Context: an optimization exercise on an open-source flow, tuned for small area and a short achievable clock period. The choices shown serve that exercise and are no tape-out recipe. Where RTL was checked, it was by simulation tests only, not by an equivalence proof against the original. For run 5, only the layout was checked, not whether the RTL still works. Power figures rest on the tool's default switching activity, not on a simulated workload.

==> flow/design.v <==
module processor (clk, reset, imem_addr, imem_data, dmem_addr, dmem_wdata, dmem_we, dmem_re, dmem_rdata);
	input clk, reset;
	output [9:0] imem_addr;
	input [31:0] imem_data;
	output [9:0] dmem_addr;
	output [31:0] dmem_wdata;
	output dmem_we, dmem_re;
	input [31:0] dmem_rdata;
	wire [31:0] I = imem_data;
	reg [31:0] pc_p;	 
	reg [11:0] pc_t;	 
	reg        pc_tk;	 
	reg        pc_tk_o;	 
	wire [31:0] pc = pc_tk ? {20'd0, pc_t} : pc_p;
	reg [31:0] rf [0:15];
	reg        ex_ld, ex_st, ex_wr, ex_fw, ex_jal;
	reg [31:0] ex_a, ex_b;
	reg [3:0]  ex_dst;
	reg        ex_add, ex_ykeep, ex_yinv, ex_cin;	 
	reg        ex_shl, ex_shr, ex_asr, ex_lch;	 
	reg [3:0]  ex_tlo, ex_thi;	 
	reg        ex_one;	 
	reg        ex_hold;	 
	reg        ex_f0m5, ex_f0asl, ex_f5z, ex_f5lsl;	 
	reg        wb_wr, wb_fw, wb_jal;
	reg [31:0] wb_val, wb_pc;
	reg [3:0]  wb_dst;
	reg [1:0]  fl_q;	 
	reg        f0_q, f5_q;
	wire [1:0] cls = I[31:30];
	wire [2:0] jk = I[22:20];
	wire is_alu = (cls == 2'b00);
	wire is_lit = (cls == 2'b01);
	wire is_mem = (cls == 2'b10);
	wire is_jmp = (cls == 2'b11);
	wire is_st  = is_mem & I[8];
	wire is_ld  = is_mem & ~I[8];
	wire is_jal = is_jmp & (jk == 3'b011);
	reg [3:0] ra_idx;
	always @(*) begin
		case (cls)
			2'b00: ra_idx = I[7:4];
			2'b01: ra_idx = I[19:16];
			2'b10: ra_idx = I[8] ? I[7:4] : I[3:0];
			default: ra_idx = I[15:12];
		endcase
	end
	wire [3:0] rb_idx = I[3:0];
	reg [3:0] dst;
	always @(*) begin
		case (cls)
			2'b00: dst = I[11:8];
			2'b01: dst = I[19:16];
			2'b10: dst = I[7:4];
			default: dst = 4'b1111;
		endcase
	end
	reg [5:0] op;
	always @(*) begin
		case (cls)
			2'b00: op = I[17:12];
			2'b01: op = (jk == 3'b000) ? 6'b100000 : {5'b01111, I[21]};
			default: op = 6'b100000;
		endcase
	end
	reg d_add, d_ykeep, d_yinv, d_cin, d_shl, d_shr, d_asr, d_lch, d_one, d_hold;
	reg d_f0m5, d_f0asl, d_f5z, d_f5lsl;
	reg [3:0] d_tlo, d_thi;
	always @(*) begin
		d_add = 1'b0; d_ykeep = 1'b0; d_yinv = 1'b0; d_cin = 1'b0;
		d_shl = 1'b0; d_shr = 1'b0; d_asr = 1'b0; d_lch = 1'b0; d_one = 1'b0; d_hold = 1'b0;
		d_f0m5 = 1'b0; d_f0asl = 1'b0; d_f5z = 1'b0; d_f5lsl = 1'b0;
		d_tlo = 4'b0000;
		case (op)
			6'd0: begin d_add = 1'b1; d_ykeep = 1'b1; end
			6'd2: begin d_add = 1'b1; d_ykeep = 1'b1; d_cin = 1'b1; end
			6'd3: begin d_add = 1'b1; d_cin = 1'b1; end
			6'd4: begin d_add = 1'b1; d_ykeep = 1'b1; d_yinv = 1'b1; d_cin = 1'b1; end
			6'd5: begin d_add = 1'b1; d_ykeep = 1'b1; d_yinv = 1'b1; d_f0m5 = 1'b1; end
			6'd6: begin d_add = 1'b1; d_yinv = 1'b1; d_f5z = 1'b1; end
			6'd9: begin d_tlo = 4'b1100; d_hold = 1'b1; end
			6'd13: begin d_shl = 1'b1; d_f0asl = 1'b1; end
			6'd14: begin d_shr = 1'b1; d_asr = 1'b1; end
			6'd16: d_one = 1'b1;
			6'd17: d_tlo = 4'b1100;
			6'd18: d_tlo = 4'b0011;
			6'd19: d_tlo = 4'b1000;
			6'd20: d_tlo = 4'b0010;
			6'd21: d_tlo = 4'b0111;
			6'd22: d_tlo = 4'b1110;
			6'd23: d_tlo = 4'b1011;
			6'd24: d_tlo = 4'b0001;
			6'd25: d_tlo = 4'b0110;
			6'd26, 6'd27: d_tlo = 4'b1001;
			6'd28: begin d_shl = 1'b1; d_f5lsl = 1'b1; end
			6'd29: d_shr = 1'b1;
			6'd30: begin d_tlo = 4'b1010; d_hold = 1'b1; end
			6'd31: begin d_tlo = 4'b1100; d_lch = 1'b1; d_hold = 1'b1; end
			6'd32: begin d_tlo = 4'b1010; d_hold = 1'b1; end
			default: ;
		endcase
		d_thi = (op == 6'd30) ? 4'b1100 : d_tlo;
	end
	wire fw = (cls == 2'b00) | (cls == 2'b01) | (I[31:8] == 24'h800000) | (I[31:20] == 12'hC03);
	wire wr = is_alu | is_lit | is_ld | is_jal;
	wire [31:0] ex_res;
	wire [31:0] pc_p1 = pc_p + 32'd1;
	wire [12:0] pc_t1 = {1'b0, pc_t} + 13'd1;
	wire [31:0] pc1 = pc_tk ? {19'd0, pc_t1} : pc_p1;
	wire [31:0] imm = {{16{I[15]}}, I[15:0]};
	wire [15:0] d74 = 16'd1 << I[7:4];
	wire [15:0] d30 = 16'd1 << I[3:0];
	wire [15:0] d1916 = 16'd1 << I[19:16];
	wire [15:0] d1512 = 16'd1 << I[15:12];
	wire ca74 = is_alu | is_st;
	wire [15:0] dec_a = (d74 & {16{ca74}}) | (d30 & {16{is_ld}}) | (d1916 & {16{is_lit}}) | (d1512 & {16{is_jmp}});
	wire [15:0] dec_b = d30;
	wire [15:0] m_ex = {16{ex_fw}} & (16'd1 << ex_dst);
	wire [15:0] m_wb = {16{wb_fw}} & (16'd1 << wb_dst) & ~m_ex;
	wire fa_ex = ~is_jmp & |(dec_a & m_ex);
	wire fa_wb = ~is_jmp & |(dec_a & m_wb);
	wire fb_ex = ~is_lit & |(d30 & m_ex);
	wire fb_wb = ~is_lit & |(d30 & m_wb);
	wire [15:0] sa = dec_a & ~({16{~is_jmp}} & (m_ex | m_wb));
	wire [15:0] sb = d30 & ~({16{is_lit}} | m_ex | m_wb);
	wire [31:0] a_rd, b_rd;
	genvar gi;
	generate
		for (gi = 0; gi < 32; gi = gi + 1) begin : rd
			wire [15:0] col = {rf[15][gi], rf[14][gi], rf[13][gi], rf[12][gi], rf[11][gi], rf[10][gi], rf[9][gi], rf[8][gi],
			                   rf[7][gi], rf[6][gi], rf[5][gi], rf[4][gi], rf[3][gi], rf[2][gi], rf[1][gi], rf[0][gi]};
			sel_or17 ua ({fa_wb, sa}, {wb_val[gi], col}, a_rd[gi]);
			sel_or18 ub ({is_lit, fb_wb, sb}, {imm[gi], wb_val[gi], col}, b_rd[gi]);
		end
	endgenerate
	wire [31:0] a_in = is_jal ? pc1 : fa_ex ? ex_res : a_rd;
	wire [31:0] b_in = fb_ex ? ex_res : b_rd;
	wire [31:0] A = ex_a, B = ex_b;
	wire [31:0] Y = (B & {32{ex_ykeep}}) ^ {32{ex_yinv}};
	wire [31:0] ag = A & Y;
	wire [31:0] ap = A ^ Y;
	wire [31:0] g0 = {ag[31:1], ag[0] | (ap[0] & ex_cin)};
	wire [31:0] g1 = g0 | (ap & {g0[30:0], 1'b0});
	wire [31:0] p1 = ap & {ap[30:0], 1'b0};
	wire [31:0] g2 = g1 | (p1 & {g1[29:0], 2'b0});
	wire [31:0] p2 = p1 & {p1[29:0], 2'b0};
	wire [31:0] g3 = g2 | (p2 & {g2[27:0], 4'b0});
	wire [31:0] p3 = p2 & {p2[27:0], 4'b0};
	wire [31:0] g4 = g3 | (p3 & {g3[23:0], 8'b0});
	wire [31:0] p4 = p3 & {p3[23:0], 8'b0};
	wire [31:0] g5 = g4 | (p4 & {g4[15:0], 16'b0});
	wire [31:0] c = {g5[30:0], ex_cin};
	wire [31:0] S = ap ^ c;
	reg [31:0] L;
	integer i;
	always @(*) begin
		for (i = 0; i < 32; i = i + 1) begin
			if (ex_shl)
				L[i] = (i == 0) ? 1'b0 : A[i - 1];
			else if (ex_shr)
				L[i] = (i == 31) ? (A[31] & ex_asr) : A[i + 1];
			else if (ex_lch && i >= 16)
				L[i] = B[i - 16];
			else if (i >= 16)
				L[i] = B[i] ? (A[i] ? ex_thi[3] : ex_thi[1]) : (A[i] ? ex_thi[2] : ex_thi[0]);
			else
				L[i] = (B[i] ? (A[i] ? ex_tlo[3] : ex_tlo[1]) : (A[i] ? ex_tlo[2] : ex_tlo[0])) | ((i == 0) & ex_one);
		end
	end
	wire [31:0] R = ex_add ? S : L;
	wire [31:0] K = {A[30:0] | Y[30:0], ex_cin};
	wire Z_add = ((A ^ Y) ^ K) == 32'd0;
	wire Z = ex_add ? Z_add : (L == 32'd0);
	wire N = R[31];
	wire e0 = (ex_f0m5 & (A == 32'd0) & (B == 32'h80000000)) | (ex_f0asl & (A[31] ^ A[30]));
	wire e5 = (ex_f5z & Z_add) | (ex_f5lsl & A[31]);
	wire [5:0] flags_q = {f5_q, ~fl_q[0], fl_q[0] ^ fl_q[1], fl_q[1] & ~fl_q[0], fl_q[0] & ~fl_q[1], f0_q};
	wire [5:0] flags_new = {(ex_add & ~ex_f5z & (A[31] != Y[31]) & ~N) | e5, ~Z, Z | N, N, Z, (ex_add & (A[31] == Y[31]) & (N != A[31])) | e0};
	wire [5:0] flags = ex_hold ? flags_q : flags_new;
	wire [1:0] fl = ex_hold ? fl_q : {N, Z};
	wire f0 = flags[0];
	wire f5 = flags[5];
	wire n_c0 = ex_add ? ap[31] : L[31];
	wire n_c1 = ex_add ? ~ap[31] : L[31];
	wire [5:0] flags_c0 = ex_hold ? flags_q : {(ex_add & ~ex_f5z & (A[31] != Y[31]) & ~n_c0) | e5, ~Z, Z | n_c0, n_c0, Z, (ex_add & (A[31] == Y[31]) & (n_c0 != A[31])) | e0};
	wire [5:0] flags_c1 = ex_hold ? flags_q : {(ex_add & ~ex_f5z & (A[31] != Y[31]) & ~n_c1) | e5, ~Z, Z | n_c1, n_c1, Z, (ex_add & (A[31] == Y[31]) & (n_c1 != A[31])) | e0};
	assign ex_res = ex_ld ? dmem_rdata : R;
	reg tc0, tc1;
	always @(*) begin
		case (I[19:16])
			4'd1: begin tc0 = flags_c0[0]; tc1 = flags_c1[0]; end
			4'd2: begin tc0 = flags_c0[1]; tc1 = flags_c1[1]; end
			4'd3: begin tc0 = flags_c0[2]; tc1 = flags_c1[2]; end
			4'd4: begin tc0 = flags_c0[3]; tc1 = flags_c1[3]; end
			4'd5: begin tc0 = flags_c0[4]; tc1 = flags_c1[4]; end
			4'd6: begin tc0 = flags_c0[5]; tc1 = flags_c1[5]; end
			default: begin tc0 = ~I[20]; tc1 = ~I[20]; end
		endcase
	end
	wire cjmp = is_jmp & (jk != 3'b000) & (jk != 3'b011) & (jk != 3'b100);
	wire jreg = is_jmp & (jk == 3'b011 || jk == 3'b100);
	wire tk_c0 = (is_jmp & (jk == 3'b000)) | (cjmp & (tc0 ~^ I[20]));
	wire tk_c1 = (is_jmp & (jk == 3'b000)) | (cjmp & (tc1 ~^ I[20]));
	wire tk_next = c[31] ? tk_c1 : tk_c0;
	always @(posedge clk) begin
		if (reset) begin
			pc_p <= 32'd0;
			pc_t <= 12'd0;
			pc_tk_o <= 1'b0;
			ex_ld <= 1'b0;
			ex_st <= 1'b0;
			ex_wr <= 1'b0;
			ex_jal <= 1'b0;
			ex_fw <= 1'b0;
			ex_add <= 1'b0;
			ex_ykeep <= 1'b0;
			ex_yinv <= 1'b0;
			ex_cin <= 1'b0;
			ex_shl <= 1'b0;
			ex_shr <= 1'b0;
			ex_asr <= 1'b0;
			ex_lch <= 1'b0;
			ex_tlo <= 4'b1010;
			ex_thi <= 4'b1010;
			ex_one <= 1'b0;
			ex_hold <= 1'b1;
			ex_f0m5 <= 1'b0;
			ex_f0asl <= 1'b0;
			ex_f5z <= 1'b0;
			ex_f5lsl <= 1'b0;
			wb_wr <= 1'b0;
			wb_jal <= 1'b0;
			wb_fw <= 1'b0;
			fl_q <= 2'b11;
			f0_q <= 1'b0;
			f5_q <= 1'b0;
		end else begin
			pc_p <= jreg ? a_rd : pc1;
			pc_t <= I[11:0];
			pc_tk_o <= tk_next;
			ex_ld <= is_mem;
			ex_st <= is_st;
			ex_wr <= wr;
			ex_jal <= is_jal;
			ex_fw <= fw;
			ex_add <= d_add;
			ex_ykeep <= d_ykeep;
			ex_yinv <= d_yinv;
			ex_cin <= d_cin;
			ex_shl <= d_shl;
			ex_shr <= d_shr;
			ex_asr <= d_asr;
			ex_lch <= d_lch;
			ex_tlo <= d_tlo;
			ex_thi <= d_thi;
			ex_one <= d_one;
			ex_hold <= d_hold;
			ex_f0m5 <= d_f0m5;
			ex_f0asl <= d_f0asl;
			ex_f5z <= d_f5z;
			ex_f5lsl <= d_f5lsl;
			wb_wr <= ex_wr;
			wb_jal <= ex_jal;
			wb_fw <= ex_fw;
			fl_q <= fl;
			f0_q <= f0;
			f5_q <= f5;
		end
		ex_a <= a_in;
		ex_b <= b_in;
		ex_dst <= dst;
		pc_tk <= tk_next;
		wb_val <= ex_res;
		wb_pc <= ex_a;
		wb_dst <= ex_dst;
		if (wb_wr)
			rf[wb_dst] <= wb_jal ? wb_pc : wb_val;
	end
	assign imem_addr = pc_tk_o ? pc_t[9:0] : pc_p[9:0];
	assign dmem_addr = ex_a[9:0];
	assign dmem_wdata = ex_b;
	assign dmem_we = ex_st;
	assign dmem_re = ex_ld;
endmodule
module aoi3 (s, d, y);
	input [2:0] s, d;
	output y;
	assign y = ~|(s & d);
endmodule
module nand6 (a, y);
	input [5:0] a;
	output y;
	assign y = ~&a;
endmodule
module nand7 (a, y);
	input [6:0] a;
	output y;
	assign y = ~&a;
endmodule
module aoi2 (s, d, y);
	input [1:0] s, d;
	output y;
	assign y = ~|(s & d);
endmodule
module sel_or17 (s, d, y);
	input [16:0] s, d;
	output y;
	wire [5:0] n;
	aoi3 g0 (s[2:0], d[2:0], n[0]);
	aoi3 g1 (s[5:3], d[5:3], n[1]);
	aoi3 g2 (s[8:6], d[8:6], n[2]);
	aoi3 g3 (s[11:9], d[11:9], n[3]);
	aoi3 g4 (s[14:12], d[14:12], n[4]);
	aoi2 g5 (s[16:15], d[16:15], n[5]);
	nand6 o (n, y);
endmodule
module sel_or18 (s, d, y);
	input [17:0] s, d;
	output y;
	wire [5:0] n;
	aoi3 g0 (s[2:0], d[2:0], n[0]);
	aoi3 g1 (s[5:3], d[5:3], n[1]);
	aoi3 g2 (s[8:6], d[8:6], n[2]);
	aoi3 g3 (s[11:9], d[11:9], n[3]);
	aoi3 g4 (s[14:12], d[14:12], n[4]);
	aoi3 g5 (s[17:15], d[17:15], n[5]);
	nand6 o (n, y);
endmodule
==> flow/run.sh <==
#!/bin/bash
# synth_recipe.tcl (not shown) runs the flow's synth.tcl, then flattens the netlist and writes it again
# the make line also repeats each setting of config.mk as NAME=value (left out here)
make -C /OpenROAD-flow-scripts/flow DESIGN_CONFIG=/design/flow/config.mk WORK_HOME=/design/flow/orfs CLKGATE_MAP_FILE= SYNTH_SCRIPT=/design/flow/synth_recipe.tcl finish
==> flow/config.mk <==
export PLATFORM = sky130hd
export DESIGN_NAME = processor
export DESIGN_NICKNAME = processor
export VERILOG_FILES = /design/flow/design.v
export SDC_FILE = /design/flow/constraint.sdc
export NUM_CORES = 4
export LEC_CHECK = 0
export CAP_MARGIN = 20
export CORE_MARGIN = 2
export CORE_UTILIZATION = 40
export SETUP_SLACK_MARGIN = 5.0
export SLEW_MARGIN = 20
==> flow/constraint.sdc <==
create_clock -name core_clock -period 8.5 [get_ports {clk}]
set_input_delay 1.7000 -clock core_clock [delete_from_list [all_inputs] [get_ports {clk}]]
set_output_delay 1.7000 -clock core_clock [all_outputs]
set_load 0.01 [all_outputs]
==> metrics.cfg, run 1 <==
[global_routing]
grt_pass1_vias=32075
grt_max_degree=66
grt_pass1_wl_mm=238
grt_util_met2_pct=53.8
grtUsageMet3_pct=9.80
top_usage_layer=met2
met1_usage_pct=43.1
overflow=0
grt_use_total_pct=35.1
antenna_found_initial=8

[worst_setup_path]
cp_slowest_cell=and2_2
critPathMaxFanout=11
endpoint_kind=flop
critPathBufInv=2
cpPeakStageDelay_ns=0.50
arrival_ns=4.59
crit_path_start=imem_data[7]
r2r_cells=15
r2r_end=pc_tk$_DFF_P_
critical_path_class=input port to flop
cpLargestDelayFamily=compound AO/OA/AOI/OAI gates
rrSetupSlack_ns=4.67
r2r_start=ex_ykeep$_SDFF_PP0_
crit_chain=buf_2 > inv_4 > nand2_1 > o2111ai_4 > and2_2 > a22o_4 > a221oi_4 > nand4_1 > a211o_1 > a221o_1
cp-start-kind=input port
required_ns=9.02

[logic_synthesis]
ys_top_cells_by_area=edfxtp_1 41%, dfxtp_1 12%, a22oi_1 5.1%
synth_common_cells=512 x edfxtp_1, 255 x a22oi_1, 227 x nand2_1
synth_fp_nets=3478
yosysMostFrequentCell=edfxtp_1
synth_top_cell_area_share_pct=41.3
yosysTopAreaCell=edfxtp_1
synth_edf_count=512
synth-seq-cells=728
synth_warnings=17
ys_seq_area_share_pct=53.0
syn_area_per_cell_um2=11.1
synth.distinct_cells=97
synth-main-ff-cell=edfxtp_1
syn_inst=3338
async_reset_ff_share_pct=0
synth_area_um2=37200

[clock_network]
clk_path_buf_depth=3
clkLatencyLatePin_ns=0.66
cts_tree=built
cts_inserted_buffers=76
clk_pin_slew_ns=0.06
ctsHoldBuffers=0
clock_sinks=728
root_buffer=clkbuf_16
htreeDepth=3

[power]
peakVddDrop_v=0.000140
cellPowerDensity_nw_per_um2=195
p_leak_nw=17.9

[sta]
slew_headroom_pct=8.47
worst_slew_pin_slew_ns=1.37
hold_viol=0
drv_slew=0
setup_viol_count_final=0
period_share_pct=47.9
fin_skew_ns=0.0373
fin_ws_ns=4.43
max_freq_ghz=0.246
setup_tns_ns=0
period_needed_ns=4.07
rsz0062_at_grt=yes

[final_layout]
fill_cells=7561
area_growth_pct=36.2
drive_gt1_share_pct=30.8
nets=3880
stdcell_count=5052

[outcome]
outcome=complete, no violations

[place]
port-buffer-count=119
dp_hpwl_mm=99.4
place_congestion=1.02
post-place-cells=4543
pre_cts_ws_ns=2.27

[min_path]
whs_path_depth=1
hold_path_class=flop to flop
min_to=wb_jal$_SDFF_PP0_
hold_path.startpoint=ex_jal$_SDFF_PP0_

[drt]
wl_mm=183
postRouteAntennaNets=0
dr_total_vias=35012
drt-pass1-iter-count=9
drc=0
drtIter0Drc=5616
post_drt_wl_per_cell_um=36.1
viasPerCell=6.93

[floorplanning]
rows=111
fp.dieW_um=309
die_y_um=309
io_pins=120
initial_core_util_pct=40.4
die_area_um2=95400
core_area_um2=91900

[job]
drv_cap=0

## registers in the layout (all words and copies together), names as in the netlist, 2 cells and up
name and count:
rf 512, wb_val 32, ex_dst 4, fl_q 2, ex_a 32, pc_p 32
wb_pc 32, pc_t 12, ex_b 32, ex_tlo 4, ex_thi 4, wb_dst 4
## worst register-to-register path, cell delays in order, from the launching register on
cell and delay (ns):
dfxtp_4 0.37, buf_12 0.14, nand2_8 0.08, xor2_4 0.19
fa_2 0.41, nor2b_2 0.14, o31a_1 0.39, o2111a_2 0.44
o21a_1 0.26, buf_6 0.12, o21ai_4 0.07, o31ai_4 0.22
buf_12 0.18, mux2_4 0.33, nand3_4 0.07, mux2_4 0.30
## where the power goes
group	leakage, nW	internal, mW	switching, mW
Combinational	10.2	0.838	1.19
Sequential	6.47	4.10	0.307
Clock	1.24	1.95	1.47
## kinds of logic (layout without fill, tap and decap cells)
group / Yosys count / count (layout) / share of synthesized area, %
compound gates: 1026 / 1026 / 20.9
simple gates: 924 / 926 / 12.9
flops: 728 / 728 / 53.0
buf+inv: 374 / 835 / 4.12
xor+xnor: 114 / 114 / 2.72
mux: 98 / 98 / 3.84
fa+ha+maj: 74 / 74 / 2.53
other cells: 0 / 8 / 0
## stage by stage
stage	hold slack [ns]	power, mW	util [%]	cell area (um^2)
after floorplan	0.351	5.19	-	38000
after detailed placement	0.426	5.94	43.9	40400
after CTS	0.439	9.57	51.1	47000
final	0.440	9.85	55.1	50600
after global routing	0.465	10.1	55.0	50600
after global placement	0.418	5.94	43.9	40400
## worst max-delay path by stage
stage,end,slack (ns),cells past startpoint
floorplan,ex_a[31]$_DFF_P_,4.46,11
global placement,ex_a[22]$_DFF_P_,2.29,11
global route,ex_a[31]$_DFF_P_,4.50,10
CTS,ex_a[30]$_DFF_P_,4.70,11
finish,ex_a[31]$_DFF_P_,4.43,10
detailed placement,ex_a[22]$_DFF_P_,2.27,11
## routing by layer
metal,share of wire [%],vias to the layer above
li1,-,13990
met1,34,17016
met2,43,3186
met3,14,816
met4,8.8,4
met5,0.015,-
## cell type report
cell class                      count  area [um^2]  area share, %
Timing Repair Buffer              580         6890           13.6
Sequential cell                   728        19800           39.0
Antenna cell                        8         20.0         0.0395
Tap cell                         1243         1560           3.07
Clock inverter                     40          415          0.820
Inverter                          116          442          0.872
Multi-Input combinational cell   2238        19400           38.4
Clock buffer                       99         2110           4.16
## cells in the final DEF (no fill, tap or decap), types with 21 or more instances in the layout
cell,netlist,final
o21ai_0,105,81
inv_1,115,104
nor3_1,48,39
a21o_1,29,28
mux2i_1,30,29
a222oi_1,34,34
a22oi_1,255,236
clkdlybuf4s50_1,0,88
buf_6,3,66
a21oi_1,106,80
nand2_1,227,215
mux2_2,36,33
dfxtp_1,216,178
and3_1,24,23
clkbuf_16,0,103
xor2_1,42,34
nor4_1,39,24
ha_1,72,42
xnor2_2,0,21
dfxtp_2,0,33
nand4_1,76,76
a211oi_1,49,24
edfxtp_1,512,512
buf_12,0,79
ha_4,0,23
nor2_4,0,25
a221oi_2,0,63
nand3_1,94,88
nor2b_1,40,33
a221oi_1,116,48
xnor2_1,71,44
a21oi_2,0,21
nand2b_1,30,27
mux4_2,32,32
buf_4,14,270
nor2_1,187,152
a22o_1,112,109
## timing repair
item | 4_1_cts | 5_1_grt
resized for setup | 577 | 322
cloned | 21 | 26
pin swaps | 114 | 207
setup endpoints to repair | 180 | 124
setup buffers | 155 | 160
==> run 2, diff against run 1 <==
--- a/flow/config.mk
+++ b/flow/config.mk
@@ -8,5 +8,7 @@
 export CAP_MARGIN = 20
 export CORE_MARGIN = 2
 export CORE_UTILIZATION = 40
-export SETUP_SLACK_MARGIN = 5.0
+export SETUP_SLACK_MARGIN = 4.2
 export SLEW_MARGIN = 20
+export SYNTH_HIERARCHICAL = 1
+export SYNTH_MINIMUM_KEEP_SIZE = 0
==> metrics.cfg, run 2 <==
[final_layout]
stdcell_count=4484
drive_gt1_share_pct=19.3
layout_common_cells=512 x edfxtp_1, 356 x a222oi_1, 236 x nand2_1
nets=3379
final_common_cell=edfxtp_1
fin_util_pct=48.8
largest-register=rf
area_growth_pct=21.5
fill_cells=7894
largest_reg_flops=512

[logic_synthesis]
yosysMostFrequentCell=edfxtp_1
synth_fp_nets=3137
synth-main-ff-cell=edfxtp_1
synth_top_cell_area_share_pct=42.7
synth_common_cells=512 x edfxtp_1, 356 x a222oi_1, 241 x nand2_1
ys_top_cells_by_area=edfxtp_1 43%, dfxtp_1 12%, a222oi_1 9.9%
synth.distinct_cells=91
synth_edf_count=512
synth_warnings=23
ys_seq_area_share_pct=54.7
syn_area_per_cell_um2=12.0
syn_inst=2997
async_reset_ff_share_pct=0
yosysTopAreaCell=edfxtp_1
synth_area_um2=36000
synth-seq-cells=728

[drt]
postRouteAntennaNets=0
viasPerCell=7.12
dr_total_vias=31943
drt-pass1-iter-count=14
wl_mm=168
post_drt_wl_per_cell_um=37.4
drtIter0Drc=6974
drc=0

[min_path]
min_to=wb_jal$_SDFF_PP0_
hold_path_class=flop to flop
hold_path.startpoint=ex_jal$_SDFF_PP0_
whs_path_depth=1

[floorplanning]
rows=110
io_pins=120
fp.dieW_um=304
core_area_um2=89600
die_y_um=304
initial_core_util_pct=40.2
die_area_um2=92500

[outcome]
outcome=complete, no violations

[place]
post-place-cells=4253
dp_hpwl_mm=106
port-buffer-count=119
place_congestion=0.976

[worst_setup_path]
r2r_start=ex_a[30]$_DFF_P_
critical_path_class=input port to flop
arrival_ns=4.85
endpoint_kind=flop
required_ns=9.03
critPathMaxFanout=32
cp-start-kind=input port
r2r_end=pc_tk_o$_SDFF_PP0_
rrSetupSlack_ns=4.21
r2r_cells=10

[global_routing]
grt_pass1_vias=30890
grt_use_total_pct=34.5
grt_util_met2_pct=53.5
met1_usage_pct=44.0
overflow=0
grtUsageMet3_pct=9.39
top_usage_layer=met2
grt_pass1_wl_mm=230
grt_max_degree=63
antenna_found_initial=8

[sta]
period_share_pct=50.8
slew_headroom_pct=18.0
period_needed_ns=4.32
setup_tns_ns=0
setup_viol_count_final=0
max_freq_ghz=0.231
worst_slew_pin_slew_ns=1.23
hold_viol=0
rsz0062_at_grt=yes
fin_skew_ns=0.0425
drv_slew=0

[power]
peakVddDrop_v=0.000182
cellPowerDensity_nw_per_um2=218
p_leak_nw=14.5

[clock_network]
htreeDepth=3
root_buffer=clkbuf_16
cts_inserted_buffers=78
clock_sinks=728
clk_path_buf_depth=3
clkLatencyLatePin_ns=0.64
ctsHoldBuffers=0
clk_pin_slew_ns=0.06
cts_tree=built

[job]
drv_cap=0

-- run 2: cell types whose count changed after synthesis, moves of 23 or more --
cell      change
mux2_2       +39
clkbuf_1     -94
nor2_1       -53
nand4_1      -51
and4_1       +52
a221oi_1    -107
a22oi_2      +32
a22oi_1     -242
a222oi_1    +322
o21ai_0      -23
a21oi_1      +26
a22o_1      -110
o21ai_1      +26
-- run 2: layer usage --
metal  wire length (um)  vias up  part of all wire, %
met5                 27        -                0.016
met4              10500        4                  6.2
met3              21800      547                   13
met2              74200     2656                   44
met1              61200    15811                   36
li1                   -    12925                    -
-- run 2: layout make-up --
cell class / instances / area (um^2) / area share (%)
sequential: 728 / 19700 / 45.1
timing repair inverter: 2 / 22.5 / 0.0515
tap: 1176 / 1470 / 3.36
clock inverter: 40 / 300 / 0.686
antenna: 3 / 7.51 / 0.0172
multi-input combinational: 2039 / 16800 / 38.3
clock buffer: 106 / 2200 / 5.03
inverter: 97 / 390 / 0.892
timing repair buffer: 293 / 2880 / 6.58
-- run 2: per-stage QoR --
step	setup WS [ns]	hold slack (ns)	area, um^2	total power, mW
final	4.18	0.449	43700	9.55
after global routing	4.17	0.468	43700	9.78
after CTS	4.21	0.450	43000	9.43
after detailed placement	1.76	0.435	39600	6.10
after global placement	1.87	0.417	39500	6.07
after floorplan	4.19	0.329	36400	5.24
-- run 2: worst max path at each step --
stage                              startpoint            endpoint  slack, ns  depth (start not counted)
after floorplan                  imem_data[3]    ex_a[12]$_DFF_P_       4.19                         14
after global routing      ex_ykeep$_SDFF_PP0_    ex_a[30]$_DFF_P_       4.17                         17
final                            imem_data[3]    ex_b[27]$_DFF_P_       4.18                         11
after global placement          imem_data[30]    ex_a[12]$_DFF_P_       1.87                         17
after detailed placement        imem_data[30]    ex_a[12]$_DFF_P_       1.76                         17
after CTS                 ex_ykeep$_SDFF_PP0_  pc_tk_o$_SDFF_PP0_       4.21                         16
-- run 2: where the power goes --
group / internal (mW) / total [mW] / switching (mW) / leakage, nW
clock: 1.87 / 3.34 / 1.47 / 1.22
combinational: 0.652 / 1.82 / 1.16 / 6.78
sequential: 4.10 / 4.39 / 0.290 / 6.46
total: 6.62 / 9.55 / 2.93 / 14.5
-- run 2: kinds of logic after synthesis --
kind of cell	share of synthesized area, %
adders and majority gates	2.61
muxes	5.34
and+or+nand+nor	12.4
DFF	54.7
buffers and inverters	2.65
AOI/OAI and AO/OA	19.3
xor gates and xnor gates	2.98
-- run 2: Yosys stat by module (local to each module, per instance), a selection --
module | cell area [um^2] | copies in the design | cells inside | flip-flops and latches
processor | 31200 | 1 | 2485 | 728
nand6 | 13.8 | 64 | 2 | 0
aoi2 | 12.5 | 32 | 1 | 0
aoi3 | 10.0 | 352 | 1 | 0
-- run 2: what timing repair did --
action                                  in CTS  in global routing
resized for setup                          143                 90
gates cloned                                 1                  5
hold endpoints to repair                     0                  0
buffers inserted                            46                 30
pin swaps                                   23                 19
endpoints found under the setup margin     116                 86
-- run 2: critical path, stage by stage --
cell and delay [ns]:
clkbuf_4 0.26, nand2b_4 0.28, or2_4 0.21, o22ai_1 0.13, nor4_2 0.44, a31oi_4 0.14
buf_6 0.27, a222oi_1 0.45, and4_1 0.28, nand3_1 0.28, mux2_2 0.38
==> run 3, diff against run 2 <==
--- a/flow/config.mk
+++ b/flow/config.mk
@@ -8,7 +8,7 @@
 export CAP_MARGIN = 20
 export CORE_MARGIN = 2
 export CORE_UTILIZATION = 40
-export SETUP_SLACK_MARGIN = 4.2
+export SETUP_SLACK_MARGIN = 4.5
 export SLEW_MARGIN = 20
 export SYNTH_HIERARCHICAL = 1
 export SYNTH_MINIMUM_KEEP_SIZE = 0
==> metrics.cfg, run 3 <==
[min_path]
hold_path.startpoint=ex_jal$_SDFF_PP0_
whs_path_depth=1
hold_path_class=flop to flop

[worst_setup_path]
r2r_cells=11
required_ns=9.01
crit_path_start=ex_a[3]$_DFF_P_
cp-start-kind=flop
critical_path_class=flop to flop
endpoint_kind=flop
crit_chain=buf_4 > mux4_1 > or4_1 > o21ai_2 > nand4_1 > nor4_2 > a22oi_2 > a21bo_1 > o311ai_4 > nand4_1 > a311oi_2
r2r_start=ex_a[3]$_DFF_P_
arrival_ns=4.68
critPathMaxFanout=8
cpPeakStageDelay_ns=0.59
cp_common_cell=nand4_1
cp_slowest_cell=mux4_1

[sta]
period_share_pct=49.1
hold_viol=0
fin_ws_ns=4.32
max_freq_ghz=0.239
setup_tns_ns=0
drv_slew=0
rsz0062_at_grt=yes
slew_headroom_pct=17.8
period_needed_ns=4.18
fin_skew_ns=0.0480
worst_slew_pin_slew_ns=1.22
setup_viol_count_final=0

[logic_synthesis]
syn_inst=2997
synth_fp_nets=3137
ys_top_cells_by_area=edfxtp_1 43%, dfxtp_1 12%, a222oi_1 9.9%
synth_edf_count=512
synth_common_cells=512 x edfxtp_1, 356 x a222oi_1, 241 x nand2_1
synth-seq-cells=728
synth.distinct_cells=91
yosysMostFrequentCell=edfxtp_1
synth_area_um2=36000
syn_area_per_cell_um2=12.0
synth-main-ff-cell=edfxtp_1
synth_top_cell_area_share_pct=42.7
async_reset_ff_share_pct=0
yosysTopAreaCell=edfxtp_1
ys_seq_area_share_pct=54.7
synth_warnings=23

[place]
port-buffer-count=119
pre_cts_ws_ns=1.77
dp_hpwl_mm=103
post-place-cells=4241
place_congestion=0.962

[final_layout]
area_growth_pct=24.7
largest-register=rf
fill_cells=7784
layout_common_cells=512 x edfxtp_1, 356 x a222oi_1, 230 x nand2_1
seqCellArea_um2=19700
stdcell_count=4504
nets=3405
largest_reg_flops=512
final_common_cell=edfxtp_1
drive_gt1_share_pct=23.1
multi_input_area_um2=17400

[drt]
top_layer=met5
wl_mm=168
drc=0
viasPerCell=7.14
postRouteAntennaNets=0
met2_length_mm=73.1
route.met3.wl_mm=23.0
drtIter0Drc=6943
wl_met1_mm=60.0
post_drt_wl_per_cell_um=37.3
drt-pass1-iter-count=14
dr_total_vias=32142

[floorplanning]
rows=110
initial_core_util_pct=40.2
fp.dieW_um=304
io_pins=120
core_area_um2=89600
die_area_um2=92500
die_y_um=304

[clock_network]
clock_sinks=728
clk_pin_slew_ns=0.06
clk_path_buf_depth=3
htreeDepth=3
ctsHoldBuffers=0
cts_inserted_buffers=77
cts_tree=built
root_buffer=clkbuf_16
clkLatencyLatePin_ns=0.66

[global_routing]
grt_max_degree=63
grt_pass1_vias=30696
grt_pass1_wl_mm=231
grt_use_total_pct=34.9
antenna_found_initial=4
overflow=0

[power]
switchingPower_mw=2.93
p_int_mw=6.80
pwr-share-clk_pct=35.4
power_frac_comb_pct=19.2
p_seq_share_pct=45.5
p_sw_share_pct=30.1
peakVddDrop_v=0.000137
p_leak_nw=15.0
cellPowerDensity_nw_per_um2=217

[outcome]
outcome=complete, no violations

[job]
drv_cap=0

## run 3: worst paths after layout
| check | endpoint | slack [ns] |
|---|---|---|
| hold / removal | wb_jal$_SDFF_PP0_ | 0.45 |
| hold reg to reg | wb_jal$_SDFF_PP0_ | 0.45 |
| setup reg to reg | pc_tk_o$_SDFF_PP0_ | 4.32 |
| setup / recovery | pc_tk_o$_SDFF_PP0_ | 4.32 |
## run 3: repair_timing
action	CTS	global route
pin swaps	47	40
gates cloned	7	4
gates resized for setup	266	126
buffers inserted	81	29
endpoints found under the setup margin	137	95
## run 3: through the flow
step                      power [mW]  hold WS [ns]  util [%]  cell area, um^2
after floorplan                 5.24         0.329         -            36500
after global placement          6.03         0.425      44.1            39500
final                           9.73         0.452      50.1            44900
after detailed placement        6.05         0.438      44.1            39600
after CTS                       9.56         0.456      49.1            44000
after global routing            9.96         0.461      50.1            44900
## run 3: layout make-up
type,count,share of cell area (%)
clock inverters,36,0.847
diodes,1,0.00557
flip-flops and latches,728,43.9
multi-input cells,2038,38.7
well taps,1176,3.28
repair buffers,321,7.50
repair inverters,2,0.0446
clock buffers,105,4.82
inverters,97,0.875
## run 3: kinds of logic (layout without fill, tap and decap cells)
| kind of cell | after synthesis | count (layout) | share of synthesized area, % |
|---|---|---|---|
| AOI/OAI and AO/OA | 854 | 854 | 19.3 |
| xor gates and xnor gates | 121 | 121 | 2.98 |
| adders and majority gates | 74 | 74 | 2.61 |
| buffers and inverters | 231 | 561 | 2.65 |
| DFF | 728 | 728 | 54.7 |
| muxes | 138 | 138 | 5.34 |
| other | 0 | 1 | 0 |
| and+or+nand+nor | 851 | 851 | 12.4 |
## run 3: per-module statistics from Yosys (local to each module, per instance), excerpt
module / flip-flops and latches / area (um^2) / times used / cells inside
nand6: 0 / 13.8 / 64 / 2
processor: 728 / 31200 / 1 / 2485
aoi3: 0 / 10.0 / 352 / 1
aoi2: 0 / 12.5 / 32 / 1
## run 3: layer usage
metal | up-vias | GRT usage, %
met5 | - | 0
met4 | 2 | 21.3
met3 | 594 | 10.5
met2 | 2720 | 53.1
met1 | 15882 | 43.6
li1 | 12944 | -
## run 3: worst max-delay path: cells and delay by family, from the launching register on
| kind | cells | cell delay [ns] |
|---|---|---|
| AO/OA/AOI/OAI | 5 | 1.41 |
| AND/OR/NAND/NOR | 4 | 1.26 |
| multiplexers | 1 | 0.59 |
| flip-flops | 1 | 0.48 |
| buffers and inverters | 1 | 0.31 |
## run 3: power groups by stage
| stage | Combinational (mW) | Clock (mW) | Sequential (mW) |
|---|---|---|---|
| 6_report | 1.87 | 3.44 | 4.42 |
| 3_3_place_gp | 1.56 | 0 | 4.46 |
| 3_5_place_dp | 1.59 | 0 | 4.46 |
| 5_1_grt | 1.95 | 3.59 | 4.42 |
| 2_1_floorplan | 0.930 | 0 | 4.31 |
| 4_1_cts | 1.72 | 3.44 | 4.40 |
==> run 4, diff against run 3 <==
--- a/flow/config.mk
+++ b/flow/config.mk
@@ -5,10 +5,10 @@
 export SDC_FILE = /design/flow/constraint.sdc
 export NUM_CORES = 4
 export LEC_CHECK = 0
-export CAP_MARGIN = 20
+export CAP_MARGIN = 5
 export CORE_MARGIN = 2
 export CORE_UTILIZATION = 40
 export SETUP_SLACK_MARGIN = 4.5
-export SLEW_MARGIN = 20
+export SLEW_MARGIN = 5
 export SYNTH_HIERARCHICAL = 1
 export SYNTH_MINIMUM_KEEP_SIZE = 0
==> metrics.cfg, run 4 <==
[power]
p_seq_share_pct=44.0
switchingPower_mw=3.01
power_frac_comb_pct=19.2
cellPowerDensity_nw_per_um2=219
peakVddDrop_v=0.000141
p_int_mw=7.05
p_sw_share_pct=29.9
pwr-share-clk_pct=36.9
total_power_mw=10.1
p_leak_nw=15.6

[floorplanning]
initial_core_util_pct=40.2
io_pins=120
core_area_um2=89600
rows=110
die_area_um2=92500
fp.dieW_um=304
die_y_um=304

[logic_synthesis]
syn_area_per_cell_um2=12.0
ys_top_cells_by_area=edfxtp_1 43%, dfxtp_1 12%, a222oi_1 9.9%
synth_edf_count=512
synth-seq-cells=728
synth_common_cells=512 x edfxtp_1, 356 x a222oi_1, 241 x nand2_1
yosysMostFrequentCell=edfxtp_1
synth-main-ff-cell=edfxtp_1
ys_seq_area_share_pct=54.7
synth.distinct_cells=91
synth_top_cell_area_share_pct=42.7
synth_warnings=23
yosysTopAreaCell=edfxtp_1
synth_area_um2=36000
async_reset_ff_share_pct=0
syn_inst=2997
synth_fp_nets=3137

[sta]
slew_headroom_pct=7.06
setup_tns_ns=0
hold_viol=0
fin_ws_ns=4.32
rsz0062_at_grt=yes
max_freq_ghz=0.239
period_needed_ns=4.18
worst_slew_pin_slew_ns=1.38
fin_skew_ns=0.0448
holdWs_ns=0.449
drv_slew=0
setup_viol_count_final=0
period_share_pct=49.2

[place]
post-place-cells=4239
pre_cts_ws_ns=1.79
port-buffer-count=119
dp_hpwl_mm=103
place_congestion=0.962
place_area_um2=39500

[worst_setup_path]
rrSetupSlack_ns=4.32
critical_path_class=flop to flop
cp-start-kind=flop
critPathMaxFanout=8
arrival_ns=4.72
endpoint_kind=flop
required_ns=9.03

[drt]
post_drt_wl_per_cell_um=36.9
dr_total_vias=32553
postRouteAntennaNets=0
drc=0
drt-pass1-iter-count=12
drtIter0Drc=6731
viasPerCell=7.12
wl_mm=169

[clock_network]
root_buffer=clkbuf_16
clock_sinks=728
cts_inserted_buffers=77
htreeDepth=3
clk_path_buf_depth=3
cts_tree=built
clk_pin_slew_ns=0.07
clkLatencyLatePin_ns=0.68

[final_layout]
fin_area_um2=46000
fill_cells=7659
final_common_cell=edfxtp_1
layout_common_cells=512 x edfxtp_1, 356 x a222oi_1, 225 x nand2_1
drive_gt1_share_pct=25.6
largest-register=rf
area_growth_pct=27.6
stdcell_count=4575
fin_util_pct=51.3
nets=3470
largest_reg_flops=512

[outcome]
outcome=complete, no violations

[global_routing]
overflow=0
grt_max_degree=63
grt_pass1_vias=31096
antenna_found_initial=4
grt_pass1_wl_mm=231
grt_use_total_pct=34.9

[min_path]
hold_path_class=flop to flop

[job]
drv_cap=0

## run 4: cell counts after synthesis
Identical to the previous run, type by type.
## run 4: worst max-delay path: stages (launching register included)
cell      delay (ns)
dfxtp_1         0.46
buf_4           0.30
mux4_1          0.59
or4_1           0.55
o21ai_1         0.35
nand4_1         0.16
nor4_2          0.27
a22oi_2         0.27
mux2i_2         0.30
o311ai_4        0.13
mux2i_2         0.22
a311oi_2        0.46
## run 4: kinds of logic (layout without fill, tap and decap cells)
| group | Yosys count | in the layout | share of synthesized area (%) |
|---|---|---|---|
| compound gates | 854 | 854 | 19.3 |
| xor+xnor | 121 | 121 | 2.98 |
| fa+ha+maj | 74 | 74 | 2.61 |
| buf+inv | 231 | 629 | 2.65 |
| flops | 728 | 728 | 54.7 |
| mux | 138 | 138 | 5.34 |
| other cells | 0 | 4 | 0 |
| simple gates | 851 | 851 | 12.4 |
## run 4: Yosys stat by module, one instance, submodules excluded, excerpt
module / area [um^2] / flip-flops and latches / cells / times used
processor: 31200 / 728 / 2485 / 1
aoi2: 12.5 / 0 / 1 / 32
aoi3: 10.0 / 0 / 1 / 352
nand6: 13.8 / 0 / 2 / 64
## run 4: repair_timing
item,in CTS,in global routing
hold buffers,0,0
setup buffers,111,65
cloned,8,4
pin swaps,58,87
resized for setup,308,156
setup endpoints to repair,138,96
## run 4: per-layer routing
layer	part of all wire (%)	global-route usage, %	up-vias	wire length, um
met3	13	9.51	610	22700
met4	7.5	22.7	0	12800
met1	36	43.9	16046	60400
met5	0	0	-	0
met2	43	53.0	2811	73200
li1	-	-	13086	-
## run 4: power by group through the flow
| stage | Sequential, mW | Clock [mW] | Combinational, mW |
|---|---|---|---|
| floorplan | 4.31 | 0 | 0.930 |
| global placement | 4.46 | 0 | 1.56 |
| detailed placement | 4.47 | 0 | 1.58 |
| CTS | 4.40 | 3.72 | 1.76 |
| global route | 4.42 | 3.86 | 2.01 |
| finish | 4.42 | 3.71 | 1.93 |
## run 4: worst paths after layout
path,startpoint,endpoint,depth (start not counted)
worst max register to register,ex_a[3]$_DFF_P_,pc_tk_o$_SDFF_PP0_,11
worst min-delay path,ex_jal$_SDFF_PP0_,wb_jal$_SDFF_PP0_,1
worst min register to register,ex_jal$_SDFF_PP0_,wb_jal$_SDFF_PP0_,1
worst max-delay path,ex_a[3]$_DFF_P_,pc_tk_o$_SDFF_PP0_,11
## run 4: area by class of cell
class,instances,area [um^2],share of cell area (%)
sequential,728,19700,42.9
multi-input combinational,2038,17600,38.4
timing repair buffer,386,3920,8.53
clock buffer,107,2260,4.91
tap,1176,1470,3.20
clock inverter,37,533,1.16
inverter,97,385,0.838
timing repair inverter,2,17.5,0.0381
antenna,4,10.0,0.0218
==> run 5, diff against run 4 <==
--- a/flow/design.v
+++ b/flow/design.v
@@ -15,6 +15,7 @@
 	reg [31:0] rf [0:15];
 	reg        ex_ld, ex_st, ex_wr, ex_fw, ex_jal;
 	reg [31:0] ex_a, ex_b;
+	reg [31:0] ex_pc1;	 
 	reg [3:0]  ex_dst;
 	reg        ex_add, ex_ykeep, ex_yinv, ex_cin;	 
 	reg        ex_shl, ex_shr, ex_asr, ex_lch;	 
@@ -133,7 +134,7 @@
 			sel_or18 ub ({is_lit, fb_wb, sb}, {imm[gi], wb_val[gi], col}, b_rd[gi]);
 		end
 	endgenerate
-	wire [31:0] a_in = is_jal ? pc1 : fa_ex ? ex_res : a_rd;
+	wire [31:0] a_in = fa_ex ? ex_res : a_rd;
 	wire [31:0] b_in = fb_ex ? ex_res : b_rd;
 	wire [31:0] A = ex_a, B = ex_b;
 	wire [31:0] Y = (B & {32{ex_ykeep}}) ^ {32{ex_yinv}};
@@ -268,10 +269,11 @@
 		end
 		ex_a <= a_in;
 		ex_b <= b_in;
+		ex_pc1 <= pc1;
 		ex_dst <= dst;
 		pc_tk <= tk_next;
 		wb_val <= ex_res;
-		wb_pc <= ex_a;
+		wb_pc <= ex_pc1;
 		wb_dst <= ex_dst;
 		if (wb_wr)
 			rf[wb_dst] <= wb_jal ? wb_pc : wb_val;
==> flow/config.mk (replaced) <==
export PLATFORM = sky130hd
export DESIGN_NAME = processor
export DESIGN_NICKNAME = processor
export VERILOG_FILES = /design/flow/design.v
export SDC_FILE = /design/flow/constraint.sdc
export NUM_CORES = 4
export LEC_CHECK = 0
export CAP_MARGIN = 20
export CORE_MARGIN = 2
export CORE_UTILIZATION = 40
export SETUP_SLACK_MARGIN = 5.0
export SLEW_MARGIN = 20
export SYNTH_HIERARCHICAL = 1
export SYNTH_MINIMUM_KEEP_SIZE = 0
==> metrics.cfg, run 5 <==
[outcome]
outcome=complete, no violations

[power]
p_leak_nw=16.0
peakVddDrop_v=0.000132
total_power_mw=9.97
cellPowerDensity_nw_per_um2=212

[worst_setup_path]
critPathMaxFanout=7
endpoint_kind=flop
rrSetupSlack_ns=4.38
worstSetupEndpoint=ex_a[19]$_DFF_P_
cp-start-kind=input port
cpPeakStageDelay_ns=0.49
cp_slowest_cell=nor4_4
crit_path_start=imem_data[31]
r2r_end=pc_tk_o$_SDFF_PP0_
r2r_start=ex_ykeep$_SDFF_PP0_
cp_common_cell=buf_6
arrival_ns=4.83
required_ns=9.05
r2r_cells=15
critical_path_class=input port to flop
crit_chain=buf_8 > buf_12 > or3b_4 > nor2_4 > and3_4 > a311oi_4 > o22ai_2 > nor4_4 > a32oi_4 > buf_6 > buf_16 > buf_6 > a22oi_2 > and4_1 > nand3_2 > mux2_4

[sta]
fin_skew_ns=0.0342
slew_headroom_pct=27.5
max_freq_ghz=0.233
holdWs_ns=0.307
drv_slew=0
period_needed_ns=4.29
setup_tns_ns=0
hold_viol=0
rsz0062_at_grt=yes
fin_ws_ns=4.21
period_share_pct=50.4
setup_viol_count_final=0
worst_slew_pin_slew_ns=1.09

[place]
port-buffer-count=119
place_area_um2=40000
pre_cts_ws_ns=1.70
place_congestion=1.01
dp_hpwl_mm=101

[clock_network]
clkLatencyLatePin_ns=0.66
cts_tree=built
htreeDepth=3
ctsHoldBuffers=0
root_buffer=clkbuf_16
cts_inserted_buffers=80
clock_sinks=760
clk_pin_slew_ns=0.06
clk_path_buf_depth=3

[logic_synthesis]
synth-main-ff-cell=edfxtp_1
synth_fa_ha_area_share_pct=2.57
synth_warnings=23
synth_compound_area_share_pct=18.1
synth-seq-cells=760
syn_inst=3016
ys_seq_area_share_pct=55.6
synth_top_family_by_area=compound AO/OA/AOI/OAI gates
yosysTopAreaCell=edfxtp_1
synthMuxAreaShare_pct=5.97
synth_top_cell_area_share_pct=42.1
synth-xor-area-share_pct=2.94
syn_area_per_cell_um2=12.1
synth_fp_nets=3156
async_reset_ff_share_pct=0
synth.distinct_cells=80
ys_top_cells_by_area=edfxtp_1 42%, dfxtp_1 14%, a222oi_1 9.6%
synth_common_cells=512 x edfxtp_1, 352 x a222oi_1, 248 x dfxtp_1
yosysMostFrequentCell=edfxtp_1
synth_edf_count=512
synth-simple-area-share_pct=12.3
synth_area_um2=36600

[final_layout]
nets=3472
fill_cells=7650
largest_reg_flops=512
layout_common_cells=512 x edfxtp_1, 352 x a222oi_1, 214 x dfxtp_1
final_common_cell=edfxtp_1
diodes=0
fin_area_um2=47100
largest-register=rf
area_growth_pct=29.0
drive_gt1_share_pct=30.0

[drt]
postRouteAntennaNets=0
wl_mm=167
drt-pass1-iter-count=14
drtIter0Drc=6234
drc=0
dr_total_vias=32517
viasPerCell=7.11
post_drt_wl_per_cell_um=36.4

[floorplanning]
rows=110
die_area_um2=93800
core_area_um2=90300
die_y_um=306
io_pins=120
initial_core_util_pct=40.5
fp.dieW_um=306

[global_routing]
grt_pass1_wl_mm=229
grt_max_degree=59
overflow=0
antenna_found_initial=8
grt_pass1_vias=31528
grt_use_total_pct=34.1

[job]
drv_cap=0

[min_path]
hold_path_class=flop to flop

-- run 5: changes by cell type after synthesis, sizes merged, moves of 7 or more --
cell	before	now
a221o	10	1
clkbuf	94	115
o21ai	113	106
nor4	41	34
a21o	19	12
a211oi	38	21
mux2i	31	22
buf	39	24
o22ai	24	31
dfxtp	216	248
a21oi	132	120
nor3b	14	25
mux2	75	109
-- run 5: timing repair --
| action | in CTS | in global routing |
|---|---|---|
| gates cloned | 16 | 1 |
| pin swaps | 153 | 70 |
| buffers inserted | 104 | 44 |
| resized for setup | 579 | 149 |
| endpoints found under the setup margin | 184 | 131 |
-- run 5: stage by stage --
stage               utilization [%]  std cells
floorplan                         -       3016
global placement               44.2       4258
detailed placement             44.3       4261
CTS                            51.0       4531
global route                   52.2       4576
finish                         52.2       4576
-- run 5: area by class of cell --
cell class / instances / area, um^2 / area share [%]
inverter: 91 / 345 / 0.733
sequential: 760 / 20400 / 43.3
multi-input combinational: 2026 / 18300 / 38.8
clock buffer: 115 / 2370 / 5.03
tap: 1176 / 1470 / 3.12
clock inverter: 35 / 337 / 0.714
timing repair buffer: 373 / 3920 / 8.32
-- run 5: cells by family after synthesis --
family	count (synthesis)
multiplexers	163
XOR/XNOR	121
AND/OR/NAND/NOR	861
flip-flops	760
AO/OA/AOI/OAI	807
buffers and inverters	230
adder cells (fa/ha/maj)	74
-- run 5: report_power, final --
part | internal (mW) | switching, mW | total (mW)
clock network | 2.06 | 1.52 | 3.57
logic | 0.779 | 1.09 | 1.87
registers | 4.22 | 0.300 | 4.52
-- run 5: Yosys stat by module (local to each module, per instance), excerpt --
module     copies in the design  area, um^2
processor                     1       31800
aoi3                        352        10.0
nand6                        64        13.8
aoi2                         32        12.5
-- run 5: critical path: cells and delay by family --
| family | cells | cell delay (ns) |
|---|---|---|
| simple gates | 6 | 1.35 |
| compound gates | 4 | 0.80 |
| buf+inv | 5 | 0.68 |
| mux | 1 | 0.29 |
-- run 5: how the worst min path moves through the flow --
stage	end	slack, ns	cells after the start	start
floorplan	wb_pc[0]$_DFF_P_	0.31	0	ex_pc1[0]$_DFF_P_
global placement	wb_pc[9]$_DFF_P_	0.31	0	ex_pc1[9]$_DFF_P_
detailed placement	wb_pc[20]$_DFF_P_	0.31	0	ex_pc1[20]$_DFF_P_
CTS	wb_pc[2]$_DFF_P_	0.31	0	ex_pc1[2]$_DFF_P_
global route	wb_pc[8]$_DFF_P_	0.31	0	ex_pc1[8]$_DFF_P_
finish	wb_pc[8]$_DFF_P_	0.31	0	ex_pc1[8]$_DFF_P_
-- run 5: layer usage --
| layer | up-vias | share of wire [%] | GRT usage (%) |
|---|---|---|---|
| li1 | 13041 | - | - |
| met1 | 16115 | 36 | 42.2 |
| met2 | 2685 | 45 | 53.4 |
| met3 | 668 | 13 | 9.26 |
| met4 | 8 | 7.0 | 20.2 |
| met5 | - | 0.031 | 0 |

==> afterwards: timing with drivers on the ports <==
No port has a modelled driver above. Below, the same layouts with a new extraction and two added sets of constraints.
Step 1 sets driving cells, clkbuf_16 on the clock port and buf_2 on the other inputs (assumed; they add their load-dependent delay and slew).
Step 2 times the ports against the registers' clock, not the clock port: input delays grow and output delays shrink by t, the midpoint of the rising clock arrivals with the driver on.
Slacks: no drivers / after step 1 / after step 2; pairs: no drivers / after step 1.
run	t, ns	setup WS [ns]	worst register clock-pin slew, ns	worst slew at a driven data input, ns
run 1	0.719	4.433 / 4.314 / 3.595	0.07 / 0.07	0.24
run 2	0.683	4.178 / 4.176 / 3.493	0.07 / 0.07	0.08
run 3	0.706	4.324 / 4.324 / 3.633	0.07 / 0.07	0.15
run 4	0.728	4.318 / 4.318 / 3.690	0.07 / 0.07	0.14
run 5	0.716	4.214 / 4.239 / 3.524	0.07 / 0.07	0.10
After both steps setup and hold are still met in every run listed. The setup slack of run 1, which loses most, moves by -0.119 ns with the drivers and by -0.838 ns with both steps.
